From an optimization exercise on the open Yosys and OpenROAD flow, aimed at small area and a short achievable clock period; shortcuts taken in it are not production practice. The RTL was checked by simulation tests, not by an equivalence proof against the original design. Power and IR drop assume default switching activity.

<file path="constraint.sdc">
create_clock -name core_clock -period 6.0 [get_ports {clk}]
set_input_delay 1.2000 -clock core_clock [delete_from_list [all_inputs] [get_ports {clk}]]
set_output_delay 1.2000 -clock core_clock [all_outputs]
set_load 0.01 [all_outputs]
</file>
<file path="run.sh">
#!/bin/bash
# synth_recipe.tcl (not shown) runs the flow's synth.tcl, then flattens the netlist and writes it again
# the make line also repeats each setting of config.mk as NAME=value (left out here)
make -C /OpenROAD-flow-scripts/flow DESIGN_CONFIG=/design/flow/config.mk WORK_HOME=/design/flow/orfs CLKGATE_MAP_FILE= SYNTH_SCRIPT=/design/flow/synth_recipe.tcl finish
</file>
<file path="design.v">
module hashed_global_branch_predictor #(
    parameter GHR_WIDTH = 8,
    parameter HASH_KEY  = 8'b10111010   
)(
    input  wire              clk,
    input  wire              rst,
    input  wire              predict_request,
    output wire              predicted_taken,
    input  wire              update_enable,
    input  wire              actual_taken
);
    localparam N = 1 << GHR_WIDTH;
    reg  [GHR_WIDTH-1:0] ghr;
    reg  [N-1:0]         pn;       
    reg  [N-1:0]         h;        
    reg                  pred_q;   
    wire [GHR_WIDTH-1:0] index = ghr ^ HASH_KEY;
    assign predicted_taken = predict_request & pred_q;
    wire new_h = ~(pred_q ^ actual_taken);
    wire [15:0] row = rst ? 16'hffff : (16'd1 << index[7:4]);
    wire [15:0] col = rst ? 16'hffff :
                      update_enable ? (16'd1 << index[3:0]) : 16'd0;
    wire wr_pn = ~actual_taken & ~rst;
    wire wr_h  = new_h & ~rst;
    genvar i;
    generate
        for (i = 0; i < N; i = i + 1) begin : g_entry
            wire sel  = row[i >> 4] & col[i & 15];
            wire selp = sel & (~h[i] | rst);
            always @(posedge clk) begin
                if (rst) begin
                    pn[i] <= 1'b0;
                    h[i]  <= 1'b0;
                end else begin
                    if (selp) pn[i] <= wr_pn;
                    if (sel)  h[i]  <= wr_h;
                end
            end
        end
    endgenerate
    wire [GHR_WIDTH-2:0] pair = ghr[GHR_WIDTH-2:0] ^ HASH_KEY[GHR_WIDTH-1:1];
    wire [N/2-1:0] pn_even, pn_odd;
    generate
        for (i = 0; i < N/2; i = i + 1) begin : g_pair
            assign pn_even[i] = pn[2*i];
            assign pn_odd[i]  = pn[2*i+1];
        end
    endgenerate
    wire rd_even = ~pn_even[pair];
    wire rd_odd  = ~pn_odd[pair];
    wire rd_p    = (actual_taken ^ HASH_KEY[0]) ? rd_odd : rd_even;
    wire same = (ghr[GHR_WIDTH-2:0] == ghr[GHR_WIDTH-1:1]) &&
                (actual_taken == ghr[0]);
    wire h_same = ghr[0] ? h[~HASH_KEY] : h[HASH_KEY];
    wire new_p  = h_same ? pred_q : actual_taken;
    always @(posedge clk or posedge rst) begin
        if (rst) begin
            ghr    <= 0;
            pred_q <= 1'b1;
        end else if (update_enable) begin
            ghr    <= {ghr[GHR_WIDTH-2:0], actual_taken};
            pred_q <= same ? new_p : rd_p;
        end
    end
endmodule
</file>
<file path="config.mk">
export PLATFORM = sky130hd
export DESIGN_NAME = hashed_global_branch_predictor
export DESIGN_NICKNAME = hashed_global_branch_predictor
export VERILOG_FILES = /design/flow/design.v
export SDC_FILE = /design/flow/constraint.sdc
export NUM_CORES = 4
export LEC_CHECK = 0
export CAP_MARGIN = 20
export CORE_MARGIN = 2
export CORE_UTILIZATION = 40
export CTS_CLUSTER_DIAMETER = 100
export CTS_CLUSTER_SIZE = 25
export SETUP_SLACK_MARGIN = 3.3
export SLEW_MARGIN = 20
</file>
==> key figures, run 1 <==
Status
  • Status: no timing/DRC/antenna violations

Layout
  • Total of fill cells in the finished design: roughly 5k
  • Final instance area: 22,640 sq um
  • Total Nets Final: 2,385
  • Area grow syn2layout: 7.103%
  • Fraction of layout cells with a size suffix above 1: 0.07365

Place
  • Weighted congestion reported at the end of routability-driven placement: around 0.8
  • Total cell area at the placement stage: roughly 22,000 sq um
  • Placed wire-length estimate after detailed placement: around 32,000 um
  • Buffers on Ports: 5
  • Pre-CTS worst setup slack: between 1.5 and 2 ns

Routing
  • Avg WL per Cell: between 15 and 20 um
  • Total routed wire length on the met1 layer: 25,190 um
  • Met2 wire length: roughly 27,000 um
  • Residual DRC: 0
  • First-pass DRT Iterations: 6
  • Top Metal Used: met5
  • Sum of met3 wire segment lengths after detailed routing: about 2800 um
  • Via density per instance: about 5.7
  • Antenna-violating nets left: 0
  • Total number of vias: 17.41k
  • Iter 0 DRT Violations: 1,480
  • Post-detailed-routing wire length: roughly 56,000 um

STA
  • Count of endpoints failing setup in the final report: 0
  • Worst-Margin Slew: 0.9520 ns
  • Max-slew violations: 0
  • RSZ-0062 raised after global routing: yes
  • Final sum of negative setup slack: 0 ns
  • Maximum operating frequency: about 0.37 GHz
  • Crit share post-route: 0.4533
  • Minimum clock period: 2.720 ns
  • Crit path setup slack, layout: 3.280 ns
  • Number of hold violations in the final report: 0
  • Max-slew headroom at the worst pin: 0.3653
  • Clock Skew: 0.01648 ns

Floorplan
  • Horizontal die dimension: roughly 230 um
  • Io pins: 6
  • Overall die height: 233.9 um
  • Site Rows: 84
  • Core area: 52,450 sq um
  • Initial standard-cell utilization of the core: 0.4031
  • Total Die Area: roughly 55,000 sq um

Synthesis
  • Largest family of logic cells by synthesized area: compound AO/OA/AOI/OAI gates
  • Portion of synthesized cell area occupied by the leading cell type: 0.4849
  • Biggest area consumer among synthesized cells: dfxtp_1
  • Synthesized-area fraction occupied by and/or/nand/nor cells: 0.1837
  • Predominant post-synthesis flop cell: dfxtp_1
  • Adder-cell share of the synthesized area: 0.004735
  • Synth top cells by count: nand2_1 (565), o21ai_0 (521), dfxtp_1 (512)
  • Async S/R FF share, synth: 0.01727
  • XOR/XNOR Fraction of Synth Area: 0.0008286
  • Netlist area before placement: 21,140 sq um
  • Post-synthesis cell count: 2,458
  • Yosys warns: 1
  • Share of the yosys chip area belonging to registers: 0.4956
  • Synthesized-area fraction occupied by ao, oa, aoi and oai cells: 0.2046
  • Post-synthesis register bit count: about 520
  • Avg Inst Size Synth: 8.600 sq um
  • EDFF count, synth: 0
  • Top cells by area, synth: dfxtp_1 (48%), o21ai_0 (12%), nand2_1 (10%)
  • Top-count cell post-synth: nand2_1
  • Yosys cell types: 50
  • Post-Synthesis Net Count: 2,471
  • Share of cell area taken by muxes after synthesis: 0.07837

Clock tree
  • CTS tree: built
  • Clock latency on the worst-skew pair: roughly 0.58 ns
  • Clock buffer depth: 3
  • Clock transition at the registers of the reported paths: roughly 0.1 ns
  • CTS sink count: between 500 and 600
  • CTS H-tree depth: 1
  • Root buffer cell: clkbuf_16
  • Cts bufs inserted: 24

GRT
  • Via count of the first global-routing pass: 16.58k
  • Pin count of the biggest net entering global routing: 183
  • Global-route wire length before repair: 88,960 um
  • Antenna violations before repair: 2
  • Leftover overflow at the end of global routing: 0
  • Global router's overall resource usage: 0.2040

Setup path
  • Worst setup path class: in -> out
  • Data required time at the worst endpoint: ~4.8 ns
  • Critical register-to-register path endpoint: pred_q
  • Worst-path cell chain: buf_6, and2_4, buf_6
  • Kind of end point of the critical path: output port
  • Worst path buffer plus inverter count: 2
  • Maximum fanout along the worst path: 1
  • Register-to-Register Setup Slack: about 3.3 ns
  • Worst path max stage delay: 0.12 ns
  • Family of cells with the greatest summed delay on the critical path: buffers and inverters
  • Crit path arrival time: 1.52 ns
  • Launching point of the worst reg2reg path: ghr[0]
  • Slowest library cell on the worst path: and2_4
  • Most frequent cell on the critical path: buf_6
  • Crit start category: input port
  • R2R depth: 9

Min path
  • Hold path endpoint: h[106]
  • Number of cells on the worst hold path: 2
  • Worst hold path type: reg -> reg
  • Beginning of the worst hold path: h[106]

Power and ir drop
  • Static Leakage: roughly 0.0081 uW
  • Total power per unit cell area: between 300 and 400 nW/um^2
  • IR drop worst, VDD: 199.9 uV

Job
  • Count of maximum capacitance violations: 0
cell type report:
class / instances / area, sq um / area share
Timing Repair inverter: 1 / 7.507 / 0.0003316
Clock buffer: 29 / 640.6 / 0.02830
Sequential cell: 521 / 10490 / 0.4633
Tap cell: 688 / 860.8 / 0.03802
Antenna cell: 1 / 2.502 / 0.0001105
Timing Repair Buffer: 34 / 409.1 / 0.01807
Clock inverter: 1 / 30.03 / 0.001326
Multi-Input combinational cell: 1781 / 10160 / 0.4488
Inverter: 9 / 40.04 / 0.001768
worst max path at each step:
stage | from | end | slack (ns) | cells past startpoint
after floorplan | update_enable | pn[200] | 3.32 | 8
after global placement | rst | pn[182] | 1.77 | 6
after detailed placement | rst | pn[22] | 1.69 | 6
after CTS | predict_request | predicted_taken | 3.27 | 3
after global routing | update_enable | pn[50] | 3.16 | 7
final | predict_request | predicted_taken | 3.28 | 3
power by group:
| part | internal, uW | switching, uW | total, uW |
|---|---|---|---|
| sequential | 4000 | 332 | 4330 |
| clock | 802 | 1100 | 1900 |
| combinational | 485 | 830 | 1320 |
routing by layer:
layer  vias up  track usage
li1       8525            -
met5         -            0
met2       398       0.3522
met3        88      0.02748
met1      8400       0.2643
met4         2      0.06428
worst min-delay path: stages, from the launching register on:
cell	delay [ns]
dfxtp_1	0.33
nand2_1	0.05
o21ai_0	0.06
metrics by stage:
step / hold WS, ns / std cells / total power (uW) / utilization
3_3_place_gp: 0.4444 / 3017 / 5560 / 0.4109
3_5_place_dp: 0.4541 / 3017 / 5659 / 0.4109
6_report: 0.4715 / 3065 / 7546 / 0.4317
2_1_floorplan: 0.4344 / 2458 / 5249 / -
5_1_grt: 0.4958 / 3065 / 7957 / 0.4317
4_1_cts: 0.4765 / 3063 / 7559 / 0.4298
kinds of logic after synthesis:
group,Yosys count
flip-flops,521
AO/OA/AOI/OAI,821
multiplexers,86
XOR/XNOR,2
adder cells (fa/ha/maj),8
buffers and inverters,156
AND/OR/NAND/NOR,864
cell usage in the layout (no fill, tap or decap), types with 10 or more instances in the layout:
cell,netlist,layout
nand2_1,565,542
o21ai_0,521,520
dfxtp_1,512,512
a21oi_1,234,234
or3_1,229,229
mux4_2,63,63
nor2_1,36,36
o31a_1,27,27
clkbuf_16,0,27
mux2i_1,17,17
buf_4,4,17
nand3_1,12,12
nand2_4,0,12
nand2_2,0,10
timing repair:
item	4_1_cts	5_1_grt
setup buffers	15	0
hold buffers	0	0
resized for setup	61	19
gates cloned	1	1
pin swaps	1	0
setup endpoints to repair	513	282
sequential cells by signal, indices dropped and copies added, names as in the netlist:
register	count
ghr	8
h	256
pred_q	1
pn	256
==> inputs of run 2 (changes only) <==
--- a/config.mk
+++ b/config.mk
@@ -8,5 +8,5 @@
 export CAP_MARGIN = 20
 export CORE_MARGIN = 2
-export CORE_UTILIZATION = 40
+export CORE_UTILIZATION = 60
 export CTS_CLUSTER_DIAMETER = 100
 export CTS_CLUSTER_SIZE = 25
==> key figures, run 2 <==
Setup path
  • Worst setup path class: in -> reg
  • Maximum fanout along the worst path: 82
  • Kind of end point of the critical path: register
  • R2R depth: 8
  • Register-to-Register Setup Slack: between 3 and 4 ns
  • Worst setup path endpoint: pn[153]
  • Crit path arrival time: roughly 3.2 ns
  • Startpoint of the worst setup timing path: rst
  • Crit start category: input port
  • Data required time at the worst endpoint: roughly 6.5 ns
  • Launching point of the worst reg2reg path: ghr[1]
  • Critical register-to-register path endpoint: pred_q

Synthesis
  • Async S/R FF share, synth: 0.01727
  • Post-synthesis cell count: 2,458
  • Share of the yosys chip area belonging to registers: 0.4956
  • Yosys cell types: 50
  • Post-synthesis register bit count: 521
  • Biggest area consumer among synthesized cells: dfxtp_1
  • EDFF count, synth: 0
  • Yosys warns: 1
  • Portion of synthesized cell area occupied by the leading cell type: 0.4849
  • Synth top cells by count: nand2_1 (565), o21ai_0 (521), dfxtp_1 (512)
  • Avg Inst Size Synth: between 8 and 9 sq um
  • Predominant post-synthesis flop cell: dfxtp_1
  • Top-count cell post-synth: nand2_1
  • Top cells by area, synth: dfxtp_1 (48%), o21ai_0 (12%), nand2_1 (10%)
  • Post-Synthesis Net Count: about 2.5k
  • Netlist area before placement: between 20,000 and 25,000 sq um

Routing
  • Total number of vias: 17.57k
  • Iter 0 DRT Violations: between 1k and 1.5k
  • Post-detailed-routing wire length: around 54,000 um
  • Avg WL per Cell: between 15 and 20 um
  • Antenna-violating nets left: 0
  • Residual DRC: 0
  • First-pass DRT Iterations: 8
  • Via density per instance: 6.202

Clock tree
  • CTS H-tree depth: 1
  • Clock transition at the registers of the reported paths: approximately 0.10 ns
  • Number of hold buffers added after CTS: 0
  • CTS sink count: about 520
  • Clock latency on the worst-skew pair: around 0.57 ns
  • CTS tree: built
  • Clock buffer depth: 3
  • Root buffer cell: clkbuf_16
  • Cts bufs inserted: 24

Power and ir drop
  • Net Sw Frac: 0.2976
  • Relative contribution of sequential cells to total power: 0.576
  • Static Leakage: around 0.0081 uW
  • Clock share of power: 0.250
  • IR drop worst, VDD: approximately 280 uV
  • Total power per unit cell area: ~340 nW/um^2
  • Net switching component of the power: 2239 uW
  • Combinational power share: 0.174
  • Design internal power: about 5300 uW

STA
  • Max-slew headroom at the worst pin: 0.4036
  • Worst-Margin Slew: between 0.8 and 0.9 ns
  • Number of hold violations in the final report: 0
  • Final sum of negative setup slack: 0 ns
  • Crit share post-route: 0.4576
  • Clock Skew: roughly 0.013 ns
  • RSZ-0062 raised after global routing: yes
  • Maximum operating frequency: approximately 0.36 GHz
  • Max-slew violations: 0
  • Minimum clock period: around 2.7 ns
  • Count of endpoints failing setup in the final report: 0

Layout
  • Total Nets Final: around 2.4k
  • Fin cells: between 2k and 3k
  • Fraction of layout cells with a size suffix above 1: 0.07362
  • Area grow syn2layout: 6.108%
  • Highest-count cells in the layout ignoring fill and taps: nand2_1 (543), o21ai_0 (520), dfxtp_1 (512)
  • Commonest non-fill, non-tap cell in the layout: nand2_1
  • Layout Utilization: 0.6477
  • Leading registers by flop count: h (256), pn (256), ghr (8)

GRT
  • Via count of the first global-routing pass: 16.37k
  • Pin count of the biggest net entering global routing: 105
  • Global router's overall resource usage: 0.2947
  • Antenna violations before repair: 1
  • Leftover overflow at the end of global routing: 0
  • Global-route wire length before repair: ~86,000 um

Job
  • Count of maximum capacitance violations: 0

Place
  • Weighted congestion reported at the end of routability-driven placement: roughly 0.8
  • Buffers on Ports: 5
  • Placed wire-length estimate after detailed placement: a little over 30,000 um
  • Post-placement cell count: about 2.8k

Floorplan
  • Io pins: 6
  • Initial standard-cell utilization of the core: 0.6105
  • Horizontal die dimension: ~190 um
  • Site Rows: 68
  • Total Die Area: approximately 37,000 sq um
  • Core area: 34,630 sq um
  • Overall die height: approximately 190 um

Status
  • Status: no timing/DRC/antenna violations

Min path
  • Worst hold path type: reg -> reg
[run 2: cell type report]
| cell class | count | area, sq um |
|---|---|---|
| fillers | 2784 | 12200 |
| inverters | 9 | 40.04 |
| well taps | 455 | 569.3 |
| diodes | 1 | 2.502 |
| clock inverters | 1 | 30.03 |
| flip-flops and latches | 521 | 10490 |
| multi-input cells | 1781 | 10230 |
| clock buffers | 29 | 640.6 |
| repair buffers | 36 | 425.4 |
[run 2: worst min-delay path by stage]
stage	endpoint	depth (start not counted)	slack, ns	start
floorplan	h[223]	2	0.43	h[223]
global placement	h[236]	2	0.44	h[236]
finish	h[236]	2	0.47	h[236]
global route	h[151]	2	0.49	h[151]
detailed placement	h[92]	2	0.46	h[92]
CTS	h[202]	2	0.48	h[202]
[run 2: kinds of logic after synthesis]
kind of cell	synth area share
compound gates	0.2046
xor+xnor	0.0008288
fa+ha+maj	0.004735
buf+inv	0.03214
flops	0.4956
mux	0.07837
simple gates	0.1837
[run 2: repair_timing]
action / CTS / global route
pin swaps: 1 / 0
gates resized for setup: 71 / 19
buffers inserted: 15 / 1
cloned: 0 / 0
endpoints found under the setup margin: 512 / 388
[run 2: power by group through the flow]
stage | logic (uW) | clock network (uW) | registers [uW]
after floorplan | 953 | 0 | 4300
after global placement | 1160 | 0 | 4400
after detailed placement | 1210 | 0 | 4430
after CTS | 1300 | 1920 | 4320
after global routing | 1470 | 2040 | 4400
final | 1310 | 1880 | 4330
[run 2: routing by layer]
metal  part of all wire  global-route usage  routed length (um)  vias to the layer above
met5                  0                   0                   0                        -
met4              0.025             0.08817                1376                        0
met3              0.059             0.03325                3216                       90
met2               0.48              0.5071               25820                      473
met1               0.44              0.3909               23670                     8481
li1                   -                   -                   -                     8525
[run 2: metrics by stage]
stage	total power [uW]	area (sq um)	hold slack (ns)	setup slack, ns
global placement	5557	21270	0.4445	1.945
global route	7916	22430	0.4914	3.195
floorplan	5249	21160	0.4344	3.318
finish	7526	22430	0.4720	3.254
detailed placement	5645	21270	0.4559	1.862
CTS	7535	22340	0.4766	3.278
[run 2: worst max-delay path, stage by stage]
cell        delay, ns
clkbuf_16        0.32
clkinvlp_4       0.30
buf_4            0.36
nand2_4          0.34
nand2_1          0.16
or3_1            0.35
a21oi_1          0.14
==> inputs of run 3 (changes only) <==
--- a/config.mk
+++ b/config.mk
@@ -8,7 +8,7 @@
 export CAP_MARGIN = 20
 export CORE_MARGIN = 2
-export CORE_UTILIZATION = 60
+export CORE_UTILIZATION = 40
 export CTS_CLUSTER_DIAMETER = 100
 export CTS_CLUSTER_SIZE = 25
-export SETUP_SLACK_MARGIN = 3.3
+export SETUP_SLACK_MARGIN = 3.45
 export SLEW_MARGIN = 20
==> key figures, run 3 <==
STA
  • Max-slew headroom at the worst pin: 0.2922
  • Number of hold violations in the final report: 0
  • Count of endpoints failing setup in the final report: 0
  • Worst-Margin Slew: between 1 and 1.5 ns
  • Final sum of negative setup slack: 0 ns
  • Max-slew violations: 0
  • Minimum clock period: ~2.7 ns
  • RSZ-0062 raised after global routing: yes
  • Maximum operating frequency: between 0.3 and 0.4 GHz
  • Clock Skew: 0.01971 ns
  • Crit path setup slack, layout: 3.264 ns
  • Minimum hold slack: about 0.47 ns
  • Crit share post-route: 0.4561

Routing
  • First-pass DRT Iterations: 5
  • Total number of vias: roughly 18k
  • Post-detailed-routing wire length: 58,500 um
  • Iter 0 DRT Violations: 1,516
  • Residual DRC: 0
  • Via density per instance: 5.755
  • Avg WL per Cell: 19.01 um
  • Antenna-violating nets left: 0

Setup path
  • Family of cells with the greatest summed delay on the critical path: buffers and inverters
  • Kind of end point of the critical path: output port
  • Maximum fanout along the worst path: 1
  • Crit start category: input port
  • Worst setup path class: in -> out
  • Worst path buffer plus inverter count: 2
  • Data required time at the worst endpoint: between 4 and 5 ns
  • Slowest library cell on the worst path: and2_4
  • Crit path arrival time: about 1.5 ns
  • Worst-path cell chain: buf_6, and2_4, buf_6
  • Most frequent cell on the critical path: buf_6
  • Worst path max stage delay: between 0.1 and 0.15 ns

Clock tree
  • CTS sink count: about 520
  • Clock buffer depth: 3
  • CTS H-tree depth: 1
  • Root buffer cell: clkbuf_16
  • Clock latency on the worst-skew pair: 0.59 ns
  • Cts bufs inserted: 24
  • Number of hold buffers added after CTS: 0
  • Clock transition at the registers of the reported paths: 0.09 ns
  • CTS tree: built

Layout
  • Total Nets Final: 2,399
  • Fraction of layout cells with a size suffix above 1: 0.08372
  • Fin cells: about 3.1k
  • Highest-count cells in the layout ignoring fill and taps: nand2_1 (541), o21ai_0 (520), dfxtp_1 (512)
  • Total of fill cells in the finished design: approximately 5.0k
  • Leading registers by flop count: h (256), pn (256), ghr (8)
  • Total area of multi-input combinational cells: 10,410 sq um
  • Sequential Area: around 10,000 sq um
  • Commonest non-fill, non-tap cell in the layout: nand2_1
  • Area grow syn2layout: 9.370%

GRT
  • Via count of the first global-routing pass: ~17k
  • Pin count of the biggest net entering global routing: around 120
  • Global-route wire length before repair: just over 90,000 um
  • Antenna violations before repair: 1
  • Leftover overflow at the end of global routing: 0
  • Global router's overall resource usage: 0.2087

Synthesis
  • Avg Inst Size Synth: roughly 8.6 sq um
  • Top-count cell post-synth: nand2_1
  • Predominant post-synthesis flop cell: dfxtp_1
  • Synth top cells by count: nand2_1 (565), o21ai_0 (521), dfxtp_1 (512)
  • Yosys cell types: 50
  • Netlist area before placement: ~21,000 sq um
  • Async S/R FF share, synth: 0.01727
  • EDFF count, synth: 0
  • Portion of synthesized cell area occupied by the leading cell type: 0.4849
  • Post-synthesis cell count: 2,458
  • Post-Synthesis Net Count: ~2.5k
  • Biggest area consumer among synthesized cells: dfxtp_1
  • Top cells by area, synth: dfxtp_1 (48%), o21ai_0 (12%), nand2_1 (10%)
  • Post-synthesis register bit count: around 520
  • Yosys warns: 1
  • Share of the yosys chip area belonging to registers: 0.4956

Place
  • Placed wire-length estimate after detailed placement: around 33,000 um
  • Pre-CTS worst setup slack: roughly 1.8 ns
  • Post-placement cell count: between 3k and 4k
  • Buffers on Ports: 5
  • Weighted congestion reported at the end of routability-driven placement: 0.7726

Floorplan
  • Horizontal die dimension: 233.9 um
  • Overall die height: around 230 um
  • Initial standard-cell utilization of the core: 0.4031
  • Core area: approximately 52,000 sq um
  • Io pins: 6
  • Site Rows: 84
  • Total Die Area: between 50,000 and 60,000 sq um

Power and ir drop
  • Static Leakage: approximately 0.0082 uW
  • Net switching component of the power: between 2000 and 2500 uW
  • Total power per unit cell area: between 300 and 400 nW/um^2
  • Net Sw Frac: 0.3017
  • Combinational power share: 0.183
  • Design internal power: 5325 uW
  • Total design power: 7626 uW
  • Clock share of power: 0.249
  • IR drop worst, VDD: about 180 uV
  • Relative contribution of sequential cells to total power: 0.568

Min path
  • Worst hold path type: reg -> reg

Job
  • Count of maximum capacitance violations: 0

Status
  • Status: no timing/DRC/antenna violations
==> run 3: kinds of logic after synthesis <==
kind of cell | synth area share
adders and majority gates | 0.004735
xor gates and xnor gates | 0.0008288
muxes | 0.07837
AOI/OAI and AO/OA | 0.2046
DFF | 0.4956
buffers and inverters | 0.03214
and+or+nand+nor | 0.1837
==> run 3: cell type report <==
type | instances | share of cell area
Sequential cell | 521 | 0.4537
Multi-Input combinational cell | 1784 | 0.4504
Tap cell | 688 | 0.03723
Clock buffer | 28 | 0.02755
Timing Repair Buffer | 46 | 0.02749
Inverter | 9 | 0.002165
Clock inverter | 1 | 0.001299
Antenna cell | 1 | 0.0001082
==> run 3: path summary, 6_finish.rpt <==
| kind | from | endpoint | slack (ns) | cells past startpoint |
|---|---|---|---|---|
| worst max register to register | ghr[0] | pred_q | 3.40 | 8 |
| worst min-delay path | h[50] | h[50] | 0.47 | 2 |
| max in group asynchronous | rst | ghr[0] | 4.42 | 4 |
| worst min register to register | h[50] | h[50] | 0.47 | 2 |
| worst max-delay path | predict_request | predicted_taken | 3.26 | 3 |
| min in group asynchronous | rst | ghr[6] | 1.20 | 4 |
==> run 3: power groups by stage <==
stage | sequential [uW] | clock [uW] | combinational, uW
6_report | 4330 | 1900 | 1400
5_1_grt | 4400 | 2050 | 1560
4_1_cts | 4330 | 1950 | 1340
3_5_place_dp | 4420 | 0 | 1240
3_3_place_gp | 4380 | 0 | 1180
2_1_floorplan | 4300 | 0 | 961
==> run 3: routing by layer <==
layer | global-route usage | vias to the layer above | part of all wire | routed length [um]
met4 | 0.06962 | 0 | 0.023 | 1344
met2 | 0.3581 | 399 | 0.48 | 27970
met3 | 0.02395 | 90 | 0.048 | 2805
met5 | 0 | - | 0 | 0
met1 | 0.2730 | 8634 | 0.45 | 26380
li1 | - | 8590 | - | -
==> run 3: stage by stage <==
| step | area, sq um | utilization |
|---|---|---|
| after floorplan | 21230 | - |
| after global placement | 21590 | 0.4117 |
| after detailed placement | 21590 | 0.4117 |
| after CTS | 22790 | 0.4346 |
| after global routing | 23120 | 0.4408 |
| final | 23120 | 0.4408 |
==> run 3: worst min-delay path, cell delays in order, from the launching register on <==
cell,delay [ns]
dfxtp_1,0.34
nand2_1,0.05
o21ai_0,0.06
==> run 3: timing repair <==
| item | in CTS | in global routing |
|---|---|---|
| cloned | 5 | 3 |
| gates resized for setup | 81 | 30 |
| pin swaps | 2 | 7 |
| buffers inserted | 11 | 11 |
| setup endpoints to repair | 514 | 337 |
==> inputs of run 4 (changes only) <==
--- a/config.mk
+++ b/config.mk
@@ -11,4 +11,5 @@
 export CTS_CLUSTER_DIAMETER = 100
 export CTS_CLUSTER_SIZE = 25
-export SETUP_SLACK_MARGIN = 3.45
+export SETUP_SLACK_MARGIN = 3.38
 export SLEW_MARGIN = 20
+export TNS_END_PERCENT = 100
==> key figures, run 4 <==
Status
  • Status: no timing/DRC/antenna violations

Floorplan
  • Site Rows: 84
  • Total Die Area: between 50,000 and 60,000 sq um
  • Overall die height: roughly 230 um
  • Horizontal die dimension: about 230 um
  • Initial standard-cell utilization of the core: 0.4031
  • Io pins: 6
  • Core area: between 50,000 and 60,000 sq um

GRT
  • Via count of the first global-routing pass: 16.60k
  • Global router's overall resource usage: 0.2064
  • Global-route wire length before repair: roughly 90,000 um
  • Leftover overflow at the end of global routing: 0
  • Antenna violations before repair: 1
  • Pin count of the biggest net entering global routing: between 90 and 100

Setup path
  • Crit path arrival time: ~1.5 ns
  • Slowest library cell on the worst path: and2_4
  • R2R depth: 8
  • Worst setup path endpoint: predicted_taken
  • Crit start category: input port
  • Most frequent cell on the critical path: buf_6
  • Data required time at the worst endpoint: 4.80 ns
  • Worst path max stage delay: ~0.12 ns
  • Kind of end point of the critical path: output port
  • Launching point of the worst reg2reg path: ghr[2]
  • Critical register-to-register path endpoint: pred_q
  • Maximum fanout along the worst path: 1
  • Startpoint of the worst setup timing path: predict_request
  • Worst-path cell chain: buf_6, and2_4, buf_6
  • Stages on the worst setup path: 3
  • Worst setup path class: in -> out
  • Family of cells with the greatest summed delay on the critical path: buffers and inverters
  • Register-to-Register Setup Slack: 3.36 ns
  • Worst path buffer plus inverter count: 2

STA
  • Clock Skew: approximately 0.016 ns
  • RSZ-0062 raised after global routing: yes
  • Crit share post-route: 0.4530
  • Final sum of negative setup slack: 0 ns
  • Count of endpoints failing setup in the final report: 0
  • Number of hold violations in the final report: 0
  • Max-slew headroom at the worst pin: 0.2828
  • Max-slew violations: 0
  • Crit path setup slack, layout: about 3.3 ns
  • Maximum operating frequency: ~0.37 GHz
  • Worst-Margin Slew: ~1.1 ns
  • Minimum clock period: around 2.7 ns

Clock tree
  • Root buffer cell: clkbuf_16
  • Number of hold buffers added after CTS: 0
  • CTS H-tree depth: 1
  • CTS sink count: 521
  • Clock latency on the worst-skew pair: roughly 0.6 ns
  • Clock buffer depth: 3
  • Clock transition at the registers of the reported paths: 0.10 ns
  • CTS tree: built
  • Cts bufs inserted: 24

Layout
  • Total of fill cells in the finished design: 4,939
  • Highest-count cells in the layout ignoring fill and taps: nand2_1 (542), o21ai_0 (519), dfxtp_1 (512)
  • Leading registers by flop count: h (256), pn (256), ghr (8)
  • Total Nets Final: roughly 2.4k
  • Sequential Area: about 10,000 sq um
  • Total area of multi-input combinational cells: around 10,000 sq um
  • Area grow syn2layout: 8.186%
  • Final instance area: about 23,000 sq um
  • Fin cells: 3,071
  • Fraction of layout cells with a size suffix above 1: 0.07893
  • Commonest non-fill, non-tap cell in the layout: nand2_1

Routing
  • Antenna-violating nets left: 0
  • First-pass DRT Iterations: 5
  • Residual DRC: 0
  • Avg WL per Cell: between 15 and 20 um
  • Post-detailed-routing wire length: between 50,000 and 60,000 um
  • Total number of vias: roughly 18k
  • Iter 0 DRT Violations: around 1.5k
  • Via density per instance: between 5 and 6

Power and ir drop
  • Total design power: ~7600 uW
  • Static Leakage: between 0.008 and 0.009 uW
  • Total power per unit cell area: roughly 330 nW/um^2
  • IR drop worst, VDD: between 150 and 200 uV

Place
  • Weighted congestion reported at the end of routability-driven placement: 0.7919
  • Placed wire-length estimate after detailed placement: 32,680 um
  • Post-placement cell count: 3,016
  • Pre-CTS worst setup slack: around 1.6 ns
  • Total cell area at the placement stage: roughly 22,000 sq um
  • Buffers on Ports: 5

Synthesis
  • Top cells by area, synth: dfxtp_1 (48%), o21ai_0 (12%), nand2_1 (10%)
  • Predominant post-synthesis flop cell: dfxtp_1
  • Async S/R FF share, synth: 0.01727
  • Netlist area before placement: 21,140 sq um
  • Synth top cells by count: nand2_1 (565), o21ai_0 (521), dfxtp_1 (512)
  • EDFF count, synth: 0
  • Share of the yosys chip area belonging to registers: 0.4956
  • Biggest area consumer among synthesized cells: dfxtp_1
  • Portion of synthesized cell area occupied by the leading cell type: 0.4849
  • Top-count cell post-synth: nand2_1
  • Avg Inst Size Synth: 8.600 sq um
  • Yosys cell types: 50
  • Yosys warns: 1
  • Post-Synthesis Net Count: between 2k and 2.5k
  • Post-synthesis cell count: approximately 2.5k
  • Post-synthesis register bit count: 521

Job
  • Count of maximum capacitance violations: 0

Min path
  • Worst hold path type: reg -> reg
  • Number of cells on the worst hold path: 2
-- run 4: changes by cell type in the layout (fill, tap and decap cells not counted), sizes merged --
cell           before  now
buf                40   36
bufbuf              2    1
clkbuf             32   30
clkdlybuf4s18       0    1
clkinv              1    2
clkinvlp            3    2
inv                 5    6
nand2             568  566
-- run 4: metal layers --
layer | vias to the layer above | wire length, um | track usage
met5 | - | 0 | 0
met4 | 0 | 1362 | 0.06290
met3 | 96 | 2825 | 0.02201
met2 | 423 | 27400 | 0.3591
met1 | 8475 | 25990 | 0.2696
li1 | 8524 | - | -
-- run 4: report_power, final --
| part | internal [uW] | switching, uW |
|---|---|---|
| sequential | 4000 | 346 |
| combinational | 501 | 837 |
| clock | 798 | 1110 |
-- run 4: cell families after synthesis --
| group | after synthesis | share of synthesized area |
|---|---|---|
| AND/OR/NAND/NOR | 864 | 0.1837 |
| AO/OA/AOI/OAI | 821 | 0.2046 |
| flip-flops | 521 | 0.4956 |
| buffers and inverters | 156 | 0.03214 |
| multiplexers | 86 | 0.07837 |
| adder cells (fa/ha/maj) | 8 | 0.004735 |
| XOR/XNOR | 2 | 0.0008288 |
-- run 4: worst min-delay path by stage --
stage                        end   start  slack [ns]
after floorplan           h[223]  h[223]        0.43
after global placement    h[138]  h[138]        0.44
after detailed placement   h[75]   h[75]        0.46
after CTS                 h[219]  h[219]        0.47
after global routing      h[247]  h[247]        0.49
final                     h[227]  h[227]        0.47
-- run 4: per-stage QoR --
stage / hold WS (ns) / utilization
CTS: 0.4731 / 0.4323
detailed placement: 0.4555 / 0.4112
finish: 0.4736 / 0.4361
floorplan: 0.4344 / -
global route: 0.4946 / 0.4361
global placement: 0.4437 / 0.4112
-- run 4: final cells by class --
type                       instances  area share
sequential                       521      0.4588
multi-input combinational       1782      0.4493
tap                              688     0.03764
clock buffer                      28     0.02785
timing repair buffer              40     0.02281
inverter                           9    0.001860
clock inverter                     1    0.001313
timing repair inverter             1   0.0003283
antenna                            1   0.0001094
-- run 4: timing repair --
action                                  in CTS  in global routing
endpoints found under the setup margin     513                309
hold endpoints to repair                     0                  0
gates cloned                                 3                  1
resized for setup                           78                 23
buffers inserted                            15                  6
pin swaps                                    1                  4
-- run 4: tightest hold or removal path: cells and delay by family, from the launching register on --
kind / cells / cell delay [ns]
compound gates: 1 / 0.06
flops: 1 / 0.33
simple gates: 1 / 0.05
==> inputs of run 5 (changes only) <==
--- a/config.mk
+++ b/config.mk
@@ -11,5 +11,5 @@
 export CTS_CLUSTER_DIAMETER = 100
 export CTS_CLUSTER_SIZE = 25
-export SETUP_SLACK_MARGIN = 3.38
+export SETUP_SLACK_MARGIN = 3.42
 export SLEW_MARGIN = 20
 export TNS_END_PERCENT = 100
==> key figures, run 5 <==
Layout
  • Count of antenna diodes in the layout: 0
  • Area grow syn2layout: 8.381%
  • Highest-count cells in the layout ignoring fill and taps: nand2_1 (542), o21ai_0 (519), dfxtp_1 (512)
  • Total Nets Final: between 2k and 2.5k
  • Leading registers by flop count: h (256), pn (256), ghr (8)
  • Fin cells: just over 3k
  • Commonest non-fill, non-tap cell in the layout: nand2_1
  • Fraction of layout cells with a size suffix above 1: 0.07573
  • Layout Utilization: 0.4369
  • Total of fill cells in the finished design: 4,988

Floorplan
  • Initial standard-cell utilization of the core: 0.4031
  • Overall die height: between 200 and 250 um
  • Site Rows: 84
  • Io pins: 6
  • Total Die Area: ~55,000 sq um
  • Core area: 52,450 sq um
  • Horizontal die dimension: approximately 230 um

Clock tree
  • Root buffer cell: clkbuf_16
  • Clock buffer depth: 3
  • Clock latency on the worst-skew pair: ~0.58 ns
  • CTS sink count: about 520
  • CTS H-tree depth: 1
  • CTS tree: built
  • Clock transition at the registers of the reported paths: approximately 0.1 ns
  • Number of hold buffers added after CTS: 0
  • Cts bufs inserted: 24

STA
  • Clock Skew: roughly 0.016 ns
  • RSZ-0062 raised after global routing: yes
  • Count of endpoints failing setup in the final report: 0
  • Final sum of negative setup slack: 0 ns
  • Minimum clock period: roughly 2.7 ns
  • Maximum operating frequency: 0.3675 GHz
  • Number of hold violations in the final report: 0
  • Minimum hold slack: around 0.47 ns
  • Crit share post-route: 0.4535
  • Max-slew violations: 0
  • Max-slew headroom at the worst pin: 0.4323
  • Worst-Margin Slew: 0.8516 ns

Routing
  • Total number of vias: about 17k
  • Avg WL per Cell: 18.18 um
  • Post-detailed-routing wire length: between 50,000 and 60,000 um
  • First-pass DRT Iterations: 7
  • Antenna-violating nets left: 0
  • Residual DRC: 0
  • Iter 0 DRT Violations: approximately 1.4k
  • Via density per instance: 5.697

Synthesis
  • Yosys warns: 1
  • Yosys cell types: 50
  • Post-Synthesis Net Count: 2,471
  • Top cells by area, synth: dfxtp_1 (48%), o21ai_0 (12%), nand2_1 (10%)
  • Biggest area consumer among synthesized cells: dfxtp_1
  • Async S/R FF share, synth: 0.01727
  • Share of the yosys chip area belonging to registers: 0.4956
  • Top-count cell post-synth: nand2_1
  • Post-synthesis register bit count: between 500 and 600
  • Predominant post-synthesis flop cell: dfxtp_1
  • Synth top cells by count: nand2_1 (565), o21ai_0 (521), dfxtp_1 (512)
  • Post-synthesis cell count: 2,458
  • Netlist area before placement: 21,140 sq um
  • EDFF count, synth: 0
  • Portion of synthesized cell area occupied by the leading cell type: 0.4849
  • Avg Inst Size Synth: between 8 and 9 sq um

GRT
  • Global router's overall resource usage: 0.1996
  • Antenna violations before repair: 0
  • Leftover overflow at the end of global routing: 0
  • Pin count of the biggest net entering global routing: between 100 and 150
  • Global-route wire length before repair: 87,620 um
  • Via count of the first global-routing pass: approximately 16k

Setup path
  • Register-to-Register Setup Slack: ~3.3 ns
  • Worst setup path class: in -> out
  • Kind of end point of the critical path: output port
  • Crit path arrival time: 1.52 ns
  • Data required time at the worst endpoint: roughly 4.8 ns
  • Crit start category: input port
  • Maximum fanout along the worst path: 1

Power and ir drop
  • Total power per unit cell area: between 300 and 400 nW/um^2
  • Combinational power share: 0.176
  • Design internal power: 5297 uW
  • Static Leakage: about 0.008 uW
  • Relative contribution of sequential cells to total power: 0.575
  • Net Sw Frac: 0.2981
  • Clock share of power: 0.249
  • IR drop worst, VDD: approximately 190 uV
  • Net switching component of the power: 2250 uW
  • Total design power: 7546 uW

Place
  • Placed wire-length estimate after detailed placement: around 32,000 um
  • Buffers on Ports: 5
  • Weighted congestion reported at the end of routability-driven placement: a little under 0.8
  • Post-placement cell count: roughly 3.0k

Job
  • Count of maximum capacitance violations: 0

Min path
  • Worst hold path type: reg -> reg

Status
  • Status: no timing/DRC/antenna violations
run 5: per-layer routing:
metal	share of wire	GRT usage	vias up	wire length [um]
li1	-	-	8543	-
met1	0.46	0.2648	8510	25380
met2	0.48	0.3506	343	26970
met3	0.040	0.01885	64	2246
met4	0.020	0.04668	0	1111
met5	0	0	-	0
run 5: worst paths after layout:
check,to,from,depth (start not counted)
setup / recovery,predicted_taken,predict_request,3
hold / removal,h[161],h[161],2
setup reg to reg,pred_q,ghr[0],7
hold reg to reg,h[161],h[161],2
max in group asynchronous,ghr[0],rst,3
min in group asynchronous,ghr[7],rst,3
run 5: layout make-up:
cell class,instances,area (sq um),share of cell area
Multi-Input combinational cell,1782,10310,0.4501
Inverter,9,36.28,0.001584
Clock buffer,27,633.1,0.02763
Tap cell,688,860.8,0.03757
Timing Repair Buffer,37,546.8,0.02387
Sequential cell,521,10490,0.4580
Clock inverter,1,30.03,0.001311
run 5: cell families (layout without fill, tap and decap cells):
family                   count (synthesis)  after routing  share of synthesized area
AO/OA/AOI/OAI                          821            821                     0.2046
XOR/XNOR                                 2              2                  0.0008288
adder cells (fa/ha/maj)                  8              8                   0.004735
buffers and inverters                  156             74                    0.03214
flip-flops                             521            521                     0.4956
multiplexers                            86             86                    0.07837
AND/OR/NAND/NOR                        864            865                     0.1837
run 5: repair_timing:
item                                   in CTS  in global routing
cloned                                      0                  1
endpoints found under the hold margin       0                  0
pin swaps                                   2                  5
resized for setup                          53                 60
setup endpoints to repair                 511                450
buffers inserted                            9                 10
run 5: through the flow:
step / instance area [sq um] / setup WS [ns]
after global placement: 21550 / 2.017
after floorplan: 21170 / 3.375
after global routing: 22910 / 3.260
final: 22910 / 3.279
after CTS: 22440 / 3.243
after detailed placement: 21550 / 1.933
run 5: critical path, stage by stage:
cell and delay, ns:
buf_6 0.09, and2_4 0.12, buf_6 0.11
run 5: power groups by stage:
stage | registers, uW | logic, uW | clock network (uW)
floorplan | 4300 | 956 | 0
global placement | 4390 | 1160 | 0
detailed placement | 4430 | 1220 | 0
CTS | 4330 | 1280 | 1930
global route | 4410 | 1500 | 2040
finish | 4340 | 1330 | 1880
==> inputs of run 6 (changes only) <==
--- a/config.mk
+++ b/config.mk
@@ -8,8 +8,9 @@
 export CAP_MARGIN = 20
 export CORE_MARGIN = 2
-export CORE_UTILIZATION = 40
+export CORE_UTILIZATION = 50
 export CTS_CLUSTER_DIAMETER = 100
 export CTS_CLUSTER_SIZE = 25
-export SETUP_SLACK_MARGIN = 3.42
+export PLACE_DENSITY = 0.65
+export SETUP_SLACK_MARGIN = 3.38
 export SLEW_MARGIN = 20
 export TNS_END_PERCENT = 100
==> key figures, run 6 <==
Status
  • Status: no timing/DRC/antenna violations

Layout
  • Commonest non-fill, non-tap cell in the layout: nand2_1
  • Area grow syn2layout: 6.736%
  • Layout Utilization: 0.5391
  • Total of fill cells in the finished design: 3,771
  • Fraction of layout cells with a size suffix above 1: 0.07582
  • Sequential Area: between 10,000 and 15,000 sq um
  • Total Nets Final: around 2.4k
  • Leading registers by flop count: h (256), pn (256), ghr (8)
  • Total area of multi-input combinational cells: about 10,000 sq um
  • Count of antenna diodes in the layout: 0
  • Highest-count cells in the layout ignoring fill and taps: nand2_1 (542), o21ai_0 (519), dfxtp_1 (512)

Synthesis
  • Avg Inst Size Synth: about 8.6 sq um
  • EDFF count, synth: 0
  • Post-synthesis cell count: roughly 2.5k
  • Top cells by area, synth: dfxtp_1 (48%), o21ai_0 (12%), nand2_1 (10%)
  • Biggest area consumer among synthesized cells: dfxtp_1
  • Post-synthesis register bit count: roughly 520
  • Yosys warns: 1
  • Predominant post-synthesis flop cell: dfxtp_1
  • Netlist area before placement: approximately 21,000 sq um
  • Top-count cell post-synth: nand2_1
  • Async S/R FF share, synth: 0.01727
  • Synth top cells by count: nand2_1 (565), o21ai_0 (521), dfxtp_1 (512)
  • Share of the yosys chip area belonging to registers: 0.4956
  • Post-Synthesis Net Count: ~2.5k
  • Yosys cell types: 50
  • Portion of synthesized cell area occupied by the leading cell type: 0.4849

Power and ir drop
  • Clock share of power: 0.249
  • Net Sw Frac: 0.2982
  • Static Leakage: around 0.008 uW
  • Total power per unit cell area: 334.0 nW/um^2
  • Relative contribution of sequential cells to total power: 0.576
  • Design internal power: 5288 uW
  • Combinational power share: 0.175
  • Net switching component of the power: roughly 2200 uW
  • IR drop worst, VDD: 174.4 uV

Routing
  • Via density per instance: around 6.0
  • Total number of vias: 17.53k
  • Antenna-violating nets left: 0
  • Iter 0 DRT Violations: about 1.6k
  • Residual DRC: 0
  • Post-detailed-routing wire length: around 55,000 um
  • First-pass DRT Iterations: 5
  • Avg WL per Cell: between 15 and 20 um

GRT
  • Leftover overflow at the end of global routing: 0
  • Global-route wire length before repair: between 80,000 and 90,000 um
  • Global router's overall resource usage: 0.2476
  • Pin count of the biggest net entering global routing: approximately 170
  • Antenna violations before repair: 0
  • Via count of the first global-routing pass: 16.84k

Setup path
  • Slowest library cell on the worst path: and2_4
  • Worst path max stage delay: between 0.1 and 0.15 ns
  • Worst path buffer plus inverter count: 2
  • Crit start category: input port
  • Worst-path cell chain: buf_6, and2_4, buf_6
  • Worst setup path class: in -> out
  • Family of cells with the greatest summed delay on the critical path: buffers and inverters
  • Kind of end point of the critical path: output port
  • Data required time at the worst endpoint: around 4.8 ns
  • Most frequent cell on the critical path: buf_6
  • Crit path arrival time: about 1.5 ns
  • Maximum fanout along the worst path: 1

Clock tree
  • Clock latency on the worst-skew pair: slightly below 0.6 ns
  • Cts bufs inserted: 24
  • Root buffer cell: clkbuf_16
  • Clock buffer depth: 3
  • CTS sink count: roughly 520
  • CTS H-tree depth: 1
  • Clock transition at the registers of the reported paths: around 0.10 ns
  • CTS tree: built

Place
  • Weighted congestion reported at the end of routability-driven placement: just under 0.8
  • Placed wire-length estimate after detailed placement: between 30,000 and 40,000 um
  • Buffers on Ports: 5

Floorplan
  • Total Die Area: between 40,000 and 50,000 sq um
  • Initial standard-cell utilization of the core: 0.5051
  • Io pins: 6
  • Horizontal die dimension: 209.6 um
  • Core area: roughly 42,000 sq um
  • Site Rows: 75
  • Overall die height: around 210 um

STA
  • Final sum of negative setup slack: 0 ns
  • RSZ-0062 raised after global routing: yes
  • Number of hold violations in the final report: 0
  • Crit share post-route: 0.4536
  • Count of endpoints failing setup in the final report: 0
  • Max-slew violations: 0
  • Clock Skew: roughly 0.022 ns
  • Max-slew headroom at the worst pin: 0.4376
  • Worst-Margin Slew: between 0.8 and 0.9 ns
  • Minimum clock period: ~2.7 ns
  • Maximum operating frequency: about 0.37 GHz

Min path
  • Worst hold path type: reg -> reg

Job
  • Count of maximum capacitance violations: 0
-- run 6: cell counts after synthesis --
No cell type changed its count.
-- run 6: logic make-up after synthesis --
kind of cell / Yosys count / synth area share
adders and majority gates: 8 / 0.004735
muxes: 86 / 0.07837
xor gates and xnor gates: 2 / 0.0008288
AOI/OAI and AO/OA: 821 / 0.2046
DFF: 521 / 0.4956
and+or+nand+nor: 864 / 0.1837
buffers and inverters: 156 / 0.03214
-- run 6: power by group through the flow --
stage | clock [uW] | sequential [uW] | combinational [uW]
after floorplan | 0 | 4300 | 956
after global placement | 0 | 4390 | 1170
after detailed placement | 0 | 4430 | 1230
after CTS | 1920 | 4330 | 1290
after global routing | 2040 | 4410 | 1490
final | 1880 | 4340 | 1320
-- run 6: cell type report --
| type | instances | share of cell area |
|---|---|---|
| timing repair inverter | 1 | 0.0003327 |
| clock buffer | 27 | 0.02806 |
| timing repair buffer | 34 | 0.01974 |
| clock inverter | 1 | 0.001331 |
| sequential | 521 | 0.4650 |
| tap | 539 | 0.02989 |
| inverter | 9 | 0.001775 |
| multi-input combinational | 1781 | 0.4538 |
-- run 6: metal layers --
layer  GRT usage  wire [um]
met1      0.3328      24890
met5           0          0
met4     0.06799       1192
met2      0.4266      26200
met3     0.02499       2728
-- run 6: worst register-to-register path, cell delays in order (launching register included) --
cell       delay, ns
dfrtp_4         0.58
inv_2           0.29
ha_1            0.30
a2111oi_0       0.42
o21ai_1         0.26
o21ai_1         0.29
nor3_1          0.11
a211o_1         0.28
-- run 6: timing repair --
| action | 4_1_cts | 5_1_grt |
|---|---|---|
| resized for setup | 63 | 36 |
| hold buffers | 0 | 0 |
| buffers inserted | 12 | 3 |
| pin swaps | 1 | 0 |
| cloned | 1 | 1 |
| endpoints found under the setup margin | 510 | 356 |
-- run 6: stage by stage --
step	instance area (sq um)	hold WS (ns)	std cells	power, uW	worst slack, ns
2_1_floorplan	21190	0.4344	2458	5252	3.393
6_report	22560	0.4721	2913	7535	3.279
3_5_place_dp	21400	0.4559	2868	5656	1.939
3_3_place_gp	21400	0.4445	2868	5558	2.040
5_1_grt	22560	0.4945	2913	7938	3.265
4_1_cts	22380	0.4756	2909	7539	3.227
-- run 6: worst paths after layout --
check,start,end,slack [ns],cells past startpoint
setup / recovery,predict_request,predicted_taken,3.28,3
hold / removal,h[219],h[219],0.47,2
setup reg to reg,ghr[0],pred_q,3.42,7
hold reg to reg,h[219],h[219],0.47,2
max in group asynchronous,rst,pred_q,4.83,3
min in group asynchronous,rst,ghr[2],0.96,3
==> inputs of run 7 (changes only) <==
--- a/config.mk
+++ b/config.mk
@@ -7,10 +7,11 @@
 export LEC_CHECK = 0
 export CAP_MARGIN = 20
+export CELL_PAD_IN_SITES_DETAIL_PLACEMENT = 0
+export CELL_PAD_IN_SITES_GLOBAL_PLACEMENT = 0
 export CORE_MARGIN = 2
-export CORE_UTILIZATION = 50
+export CORE_UTILIZATION = 40
 export CTS_CLUSTER_DIAMETER = 100
 export CTS_CLUSTER_SIZE = 25
-export PLACE_DENSITY = 0.65
-export SETUP_SLACK_MARGIN = 3.38
+export PLACE_DENSITY = 0.75
+export SETUP_SLACK_MARGIN = 3.3
 export SLEW_MARGIN = 20
-export TNS_END_PERCENT = 100
==> key figures, run 7 <==
Routing
  • Via density per instance: roughly 5.8
  • Total number of vias: between 15k and 20k
  • Iter 0 DRT Violations: ~1.5k
  • Antenna-violating nets left: 0
  • Post-detailed-routing wire length: around 54,000 um
  • First-pass DRT Iterations: 5
  • Avg WL per Cell: roughly 18 um
  • Residual DRC: 0

Synthesis
  • Top-count cell post-synth: nand2_1
  • Predominant post-synthesis flop cell: dfxtp_1
  • Netlist area before placement: around 21,000 sq um
  • Biggest area consumer among synthesized cells: dfxtp_1
  • EDFF count, synth: 0
  • Avg Inst Size Synth: ~8.6 sq um
  • Portion of synthesized cell area occupied by the leading cell type: 0.4849
  • Share of the yosys chip area belonging to registers: 0.4956
  • Post-synthesis register bit count: ~520
  • Yosys warns: 1
  • Async S/R FF share, synth: 0.01727
  • Yosys cell types: 50
  • Top cells by area, synth: dfxtp_1 (48%), o21ai_0 (12%), nand2_1 (10%)
  • Post-Synthesis Net Count: approximately 2.5k
  • Synth top cells by count: nand2_1 (565), o21ai_0 (521), dfxtp_1 (512)
  • Post-synthesis cell count: ~2.5k

Power and ir drop
  • Design internal power: ~5300 uW
  • Total power per unit cell area: around 330 nW/um^2
  • Net Sw Frac: 0.2981
  • Relative contribution of sequential cells to total power: 0.579
  • Net switching component of the power: between 2000 and 2500 uW
  • Combinational power share: 0.172
  • Clock share of power: 0.249
  • Static Leakage: 0.008037 uW
  • IR drop worst, VDD: about 210 uV

Place
  • Pre-CTS worst setup slack: 1.852 ns
  • Placed wire-length estimate after detailed placement: between 30,000 and 40,000 um
  • Post-placement cell count: a little over 3k
  • Weighted congestion reported at the end of routability-driven placement: between 0.8 and 0.9
  • Total cell area at the placement stage: around 22,000 sq um
  • Buffers on Ports: 5

Setup path
  • Most frequent cell on the critical path: nand2_1
  • Kind of end point of the critical path: register
  • Crit path arrival time: approximately 3.3 ns
  • Critical register-to-register path endpoint: pred_q
  • Maximum fanout along the worst path: 20
  • R2R depth: 8
  • Worst setup path class: in -> reg
  • Launching point of the worst reg2reg path: ghr[0]
  • Slowest library cell on the worst path: a21o_2
  • Worst path max stage delay: between 0.5 and 0.6 ns
  • Data required time at the worst endpoint: between 6 and 7 ns
  • Register-to-Register Setup Slack: 3.29 ns
  • Worst-path cell chain: clkdlybuf4s15_2, nand2_1, nor2_1, a21o_2, nand2_1, or3_1, a21oi_1
  • Crit start category: input port

Min path
  • Worst hold path type: reg -> reg
  • Hold path endpoint: h[188]
  • Beginning of the worst hold path: h[188]
  • Number of cells on the worst hold path: 2

Layout
  • Commonest non-fill, non-tap cell in the layout: nand2_1
  • Leading registers by flop count: h (256), pn (256), ghr (8)
  • Area grow syn2layout: 6.819%
  • Total Nets Final: 2,385
  • Fin cells: ~3k
  • Final instance area: about 23,000 sq um
  • Highest-count cells in the layout ignoring fill and taps: nand2_1 (542), o21ai_0 (520), dfxtp_1 (512)
  • Fraction of layout cells with a size suffix above 1: 0.07411
  • Total of fill cells in the finished design: between 4k and 5k

STA
  • Worst-Margin Slew: 1.036 ns
  • Number of hold violations in the final report: 0
  • Minimum clock period: approximately 2.8 ns
  • Final sum of negative setup slack: 0 ns
  • Max-slew headroom at the worst pin: 0.3095
  • Crit path setup slack, layout: about 3.2 ns
  • Clock Skew: ~0.018 ns
  • RSZ-0062 raised after global routing: yes
  • Maximum operating frequency: between 0.3 and 0.4 GHz
  • Count of endpoints failing setup in the final report: 0
  • Max-slew violations: 0
  • Crit share post-route: 0.4636

Floorplan
  • Core area: 52,450 sq um
  • Horizontal die dimension: about 230 um
  • Overall die height: ~230 um
  • Initial standard-cell utilization of the core: 0.4031
  • Total Die Area: 54,700 sq um
  • Site Rows: 84
  • Io pins: 6

GRT
  • Global router's overall resource usage: 0.1938
  • Antenna violations before repair: 1
  • Leftover overflow at the end of global routing: 0
  • Via count of the first global-routing pass: 16.99k
  • Pin count of the biggest net entering global routing: 110
  • Global-route wire length before repair: about 86,000 um

Clock tree
  • Cts bufs inserted: 24
  • Root buffer cell: clkbuf_16
  • CTS H-tree depth: 1
  • Clock transition at the registers of the reported paths: roughly 0.1 ns
  • CTS tree: built
  • Clock latency on the worst-skew pair: around 0.58 ns
  • Clock buffer depth: 3
  • CTS sink count: between 500 and 600

Status
  • Status: no timing/DRC/antenna violations

Job
  • Count of maximum capacitance violations: 0
## run 7: cell count changes in the layout (fill, tap and decap cells not counted), sizes merged
cell   previous run  this run
diode             0         1
buf              31        32
## run 7: logic make-up (layout without fill, tap and decap cells)
kind of cell	after synthesis	count (layout)	share of synthesized area
XOR/XNOR	2	2	0.0008288
multiplexers	86	86	0.07837
other	0	1	0
AO/OA/AOI/OAI	821	821	0.2046
AND/OR/NAND/NOR	864	864	0.1837
flip-flops	521	521	0.4956
buffers and inverters	156	73	0.03214
adder cells (fa/ha/maj)	8	8	0.004735
## run 7: repair_timing
action                     in CTS  in global routing
gates cloned                    1                  0
hold buffers                    0                  0
buffers inserted               15                  2
setup endpoints to repair     514                135
pin swaps                       1                  0
gates resized for setup        64                 14
## run 7: layer usage
| layer | vias up | GRT usage | routed length [um] |
|---|---|---|---|
| met5 | - | 0 | 0 |
| met2 | 513 | 0.3368 | 26390 |
| li1 | 8518 | - | - |
| met3 | 115 | 0.02298 | 3108 |
| met4 | 0 | 0.07575 | 1715 |
| met1 | 8548 | 0.2455 | 22990 |
## run 7: worst max path at each step
stage / endpoint / slack (ns) / startpoint
global placement: pn[19] / 1.94 / update_enable
global route: pn[65] / 3.16 / update_enable
floorplan: pn[200] / 3.32 / update_enable
detailed placement: pn[195] / 1.85 / update_enable
CTS: predicted_taken / 3.27 / predict_request
finish: pn[0] / 3.22 / update_enable
## run 7: worst max-delay path: cells and delay by family
| family | cells | cell delay [ns] |
|---|---|---|
| AOI/OAI and AO/OA | 2 | 0.70 |
| buffers and inverters | 1 | 0.42 |
| and+or+nand+nor | 4 | 0.96 |
## run 7: per-stage QoR
step | utilization | power (uW) | hold WS (ns)
2_1_floorplan | - | 5249 | 0.4344
6_report | 0.4306 | 7513 | 0.4742
3_5_place_dp | 0.4105 | 5642 | 0.4546
3_3_place_gp | 0.4105 | 5519 | 0.4446
5_1_grt | 0.4306 | 7870 | 0.4898
4_1_cts | 0.4293 | 7496 | 0.4762
## run 7: power groups by stage
stage	Sequential, uW	Clock, uW	Combinational [uW]
5_1_grt	4420	2010	1440
2_1_floorplan	4300	0	953
3_3_place_gp	4390	0	1130
4_1_cts	4340	1890	1260
6_report	4350	1870	1290
3_5_place_dp	4440	0	1200
## run 7: layout make-up
class / instances / area (sq um) / area share
multi-input cells: 1781 / 10130 / 0.4488
repair inverters: 1 / 7.507 / 0.0003325
clock buffers: 28 / 636.9 / 0.02820
flip-flops and latches: 521 / 10490 / 0.4646
well taps: 688 / 860.8 / 0.03812
clock inverters: 1 / 30.03 / 0.001330
inverters: 9 / 41.29 / 0.001829
repair buffers: 34 / 376.6 / 0.01668
diodes: 1 / 2.502 / 0.0001108
==> inputs of run 8 (changes only) <==
--- a/design.v
+++ b/design.v
@@ -17,22 +17,19 @@
     wire [GHR_WIDTH-1:0] index = ghr ^ HASH_KEY;
     assign predicted_taken = predict_request & pred_q;
-    wire new_h = ~(pred_q ^ actual_taken);
+    wire cur_h = h[index];
+    wire upd_p = cur_h ? pred_q : actual_taken;
+    wire upd_h = ~(pred_q ^ actual_taken);
     wire [15:0] row = rst ? 16'hffff : (16'd1 << index[7:4]);
-    wire [15:0] col = rst ? 16'hffff :
-                      update_enable ? (16'd1 << index[3:0]) : 16'd0;
-    wire wr_pn = ~actual_taken & ~rst;
-    wire wr_h  = new_h & ~rst;
+    wire [15:0] col = rst ? 16'hffff : (16'd1 << index[3:0]);
+    wire wr_pn = ~rst & ~(update_enable ? upd_p : pred_q);
+    wire wr_h  = ~rst &  (update_enable ? upd_h : cur_h);
     genvar i;
     generate
         for (i = 0; i < N; i = i + 1) begin : g_entry
-            wire sel  = row[i >> 4] & col[i & 15];
-            wire selp = sel & (~h[i] | rst);
+            wire sel = row[i >> 4] & col[i & 15];
             always @(posedge clk) begin
-                if (rst) begin
-                    pn[i] <= 1'b0;
-                    h[i]  <= 1'b0;
-                end else begin
-                    if (selp) pn[i] <= wr_pn;
-                    if (sel)  h[i]  <= wr_h;
+                if (sel) begin
+                    pn[i] <= wr_pn;
+                    h[i]  <= wr_h;
                 end
             end
@@ -52,6 +49,4 @@
     wire same = (ghr[GHR_WIDTH-2:0] == ghr[GHR_WIDTH-1:1]) &&
                 (actual_taken == ghr[0]);
-    wire h_same = ghr[0] ? h[~HASH_KEY] : h[HASH_KEY];
-    wire new_p  = h_same ? pred_q : actual_taken;
     always @(posedge clk or posedge rst) begin
         if (rst) begin
@@ -60,5 +55,5 @@
         end else if (update_enable) begin
             ghr    <= {ghr[GHR_WIDTH-2:0], actual_taken};
-            pred_q <= same ? new_p : rd_p;
+            pred_q <= same ? upd_p : rd_p;
         end
     end
--- a/config.mk
+++ b/config.mk
@@ -7,11 +7,6 @@
 export LEC_CHECK = 0
 export CAP_MARGIN = 20
-export CELL_PAD_IN_SITES_DETAIL_PLACEMENT = 0
-export CELL_PAD_IN_SITES_GLOBAL_PLACEMENT = 0
 export CORE_MARGIN = 2
 export CORE_UTILIZATION = 40
-export CTS_CLUSTER_DIAMETER = 100
-export CTS_CLUSTER_SIZE = 25
-export PLACE_DENSITY = 0.75
 export SETUP_SLACK_MARGIN = 3.3
 export SLEW_MARGIN = 20
==> key figures, run 8 <==
Status
  • Status: no timing/DRC/antenna violations

STA
  • RSZ-0062 raised after global routing: yes
  • Final sum of negative setup slack: 0 ns
  • Crit share post-route: 0.6396
  • Maximum operating frequency: roughly 0.26 GHz
  • Number of hold violations in the final report: 0
  • Max-slew violations: 0
  • Clock Skew: about 0.04 ns
  • Max-slew headroom at the worst pin: 0.3007
  • Count of endpoints failing setup in the final report: 0
  • Worst-Margin Slew: around 1.0 ns
  • Minimum clock period: roughly 3.8 ns

Synthesis
  • Post-synthesis cell count: roughly 1.3k
  • Top cells by area, synth: edfxtp_1 (71%), mux4_2 (11%), nor2_1 (4.8%)
  • Share of the yosys chip area belonging to registers: 0.7197
  • Portion of synthesized cell area occupied by the leading cell type: 0.7093
  • Async S/R FF share, synth: 0.01727
  • Predominant post-synthesis flop cell: edfxtp_1
  • Post-synthesis register bit count: between 500 and 600
  • Synth top cells by count: edfxtp_1 (512), nor2_1 (279), mux4_2 (106)
  • Top-count cell post-synth: edfxtp_1
  • Biggest area consumer among synthesized cells: edfxtp_1
  • Post-Synthesis Net Count: about 1.3k
  • Netlist area before placement: 21,680 sq um
  • Avg Inst Size Synth: about 17 sq um
  • Yosys cell types: 55
  • EDFF count, synth: slightly above 500
  • Yosys warns: 1

Clock tree
  • Cts bufs inserted: 53
  • Clock latency on the worst-skew pair: around 0.62 ns
  • Root buffer cell: clkbuf_16
  • Clock buffer depth: 3
  • CTS H-tree depth: 2
  • CTS sink count: between 500 and 600
  • CTS tree: built
  • Clock transition at the registers of the reported paths: around 0.060 ns

Routing
  • First-pass DRT Iterations: 7
  • Iter 0 DRT Violations: approximately 2k
  • Antenna-violating nets left: 0
  • Avg WL per Cell: between 30 and 40 um
  • Via density per instance: ~6.2
  • Residual DRC: 0
  • Post-detailed-routing wire length: between 60,000 and 70,000 um
  • Total number of vias: ~14k

Job
  • Count of maximum capacitance violations: 0

Place
  • Post-placement cell count: between 1.5k and 2k
  • Buffers on Ports: 5
  • Placed wire-length estimate after detailed placement: roughly 33,000 um
  • Weighted congestion reported at the end of routability-driven placement: ~0.85

GRT
  • Antenna violations before repair: 1
  • Leftover overflow at the end of global routing: 0
  • Global router's overall resource usage: 0.2290
  • Via count of the first global-routing pass: 13.16k
  • Pin count of the biggest net entering global routing: a little over 40
  • Global-route wire length before repair: 92,690 um

Setup path
  • Kind of end point of the critical path: register
  • Maximum fanout along the worst path: 6
  • Crit path arrival time: 4.16 ns
  • Crit start category: register
  • Data required time at the worst endpoint: 6.32 ns
  • Worst setup path class: reg -> reg

Floorplan
  • Io pins: 6
  • Core area: about 54,000 sq um
  • Initial standard-cell utilization of the core: 0.4036
  • Overall die height: 236.8 um
  • Site Rows: between 80 and 90
  • Total Die Area: 56,070 sq um
  • Horizontal die dimension: ~240 um

Power and ir drop
  • IR drop worst, VDD: around 210 uV
  • Total power per unit cell area: 387.8 nW/um^2
  • Total design power: approximately 10,000 uW
  • Static Leakage: 0.009400 uW

Layout
  • Highest-count cells in the layout ignoring fill and taps: edfxtp_1 (512), nor2_1 (275), mux4_2 (106)
  • Total Nets Final: 1,477
  • Area grow syn2layout: 24.72%
  • Fraction of layout cells with a size suffix above 1: 0.2924
  • Fin cells: around 2.2k
  • Commonest non-fill, non-tap cell in the layout: edfxtp_1
  • Leading registers by flop count: h (256), pn (256), ghr (8)

Min path
  • Worst hold path type: reg -> reg
[run 8: cell count changes in the layout (fill, tap and decap cells not counted), moves of 46 or more]
| cell | delta |
|---|---|
| buf_4 | +46 |
| edfxtp_1 | +512 |
| or3_1 | -228 |
| o21ai_0 | -502 |
| dfxtp_1 | -512 |
| a21oi_1 | -210 |
| nor2_1 | +239 |
| nand2_1 | -508 |
[run 8: final timing paths]
kind                              from      to  slack [ns]  cells after the start
worst max-delay path            ghr[0]  pn[53]        2.16                     14
worst min-delay path            pred_q  pred_q        0.72                      3
worst max register to register  ghr[0]  pn[53]        2.16                     14
worst min register to register  pred_q  pred_q        0.72                      3
max in group asynchronous          rst  pred_q        4.50                      3
min in group asynchronous          rst  ghr[4]        1.17                      3
[run 8: power by group]
| group | leakage (uW) | internal [uW] | switching [uW] |
|---|---|---|---|
| Combinational | 0.00353 | 1070 | 1380 |
| Clock | 0.000797 | 1750 | 1400 |
| Sequential | 0.00507 | 4720 | 164 |
| Total | 0.00940 | 7540 | 2940 |
[run 8: critical path, stage by stage, from the launching register on]
cell and delay [ns]:
dfrtp_4 0.43, buf_12 0.16, buf_12 0.15, buf_16 0.13
mux4_2 0.55, a22oi_2 0.24, a21oi_2 0.09, nand2_2 0.12
a31oi_4 0.12, or4_4 0.58, a21oi_4 0.17, buf_6 0.15
buf_4 0.14, buf_6 0.14, mux2_4 0.36
[run 8: area by class of cell]
class / count / area [sq um]
well taps: 696 / 870.8
flip-flops and latches: 521 / 15620
inverters: 11 / 48.80
repair buffers: 167 / 2586
clock inverters: 34 / 255.2
clock buffers: 62 / 1360
fillers: 4275 / 26670
multi-input cells: 710 / 6295
diodes: 1 / 2.502
[run 8: layer usage]
metal | wire length [um] | part of all wire | track usage
met5 | 0 | 0 | 0
met4 | 3028 | 0.044 | 0.09283
met3 | 7313 | 0.11 | 0.04418
met2 | 31660 | 0.47 | 0.3545
met1 | 26070 | 0.38 | 0.3205
[run 8: stage by stage]
step	hold slack [ns]	setup WS [ns]	instance area, sq um	utilization
floorplan	0.4995	0.8977	21760	-
global placement	0.5706	1.081	22680	0.4223
detailed placement	0.5657	1.055	22680	0.4224
CTS	0.5755	2.297	25990	0.4839
global route	0.7307	2.124	27040	0.5034
finish	0.7220	2.162	27040	0.5034
[run 8: cells by family after synthesis]
| group | share of synthesized area |
|---|---|
| flops | 0.7197 |
| xor+xnor | 0.0008082 |
| compound gates | 0.04439 |
| simple gates | 0.06742 |
| buf+inv | 0.02488 |
| mux | 0.1382 |
| fa+ha+maj | 0.004618 |
[run 8: what timing repair did]
action | CTS | global route
hold buffers | 0 | 0
setup buffers | 56 | 19
hold endpoints to repair | 0 | 0
setup endpoints to repair | 999 | 629
gates resized for setup | 72 | 47
pin swaps | 17 | 11
cloned | 31 | 36

[static timing again, ports no longer ideal]
In the flow no input, the clock included, has a driving cell. The finished layouts below were timed again as built, in two steps.
Step 1, drivers: a clkbuf_16 drives clk and a buf_2 each remaining input, both assumed.
Step 2 times the ports against the registers' clock, not the clock port: input delays grow and output delays shrink by t, the midpoint of the rising clock arrivals with the driver on.
Three values: ideal ports, drivers, drivers and shift; two values: the first two.
| run | shift t [ns] | setup WS [ns] | hold slack, ns |
|---|---|---|---|
| run 1 | 0.635 | 3.280 / 3.249 / 2.620 | 0.471 / 0.471 / 0.471 |
| run 2 | 0.623 | 3.254 / 3.245 / 2.622 | 0.472 / 0.472 / 0.472 |
| run 3 | 0.645 | 3.264 / 3.231 / 2.769 | 0.471 / 0.471 / 0.471 |
| run 4 | 0.638 | 3.282 / 3.248 / 2.699 | 0.474 / 0.474 / 0.474 |
| run 5 | 0.638 | 3.279 / 3.246 / 2.834 | 0.472 / 0.472 / 0.472 |
| run 6 | 0.631 | 3.279 / 3.247 / 2.847 | 0.472 / 0.472 / 0.472 |
| run 7 | 0.628 | 3.218 / 3.173 / 2.545 | 0.474 / 0.474 / 0.474 |
| run 8 | 0.666 | 2.162 / 2.162 / 2.162 | 0.722 / 0.722 / 0.722 |
After both steps setup and hold are still met in every run listed. The setup slack of run 7, which loses most, moves by -0.045 ns with the drivers and by -0.673 ns with both steps.
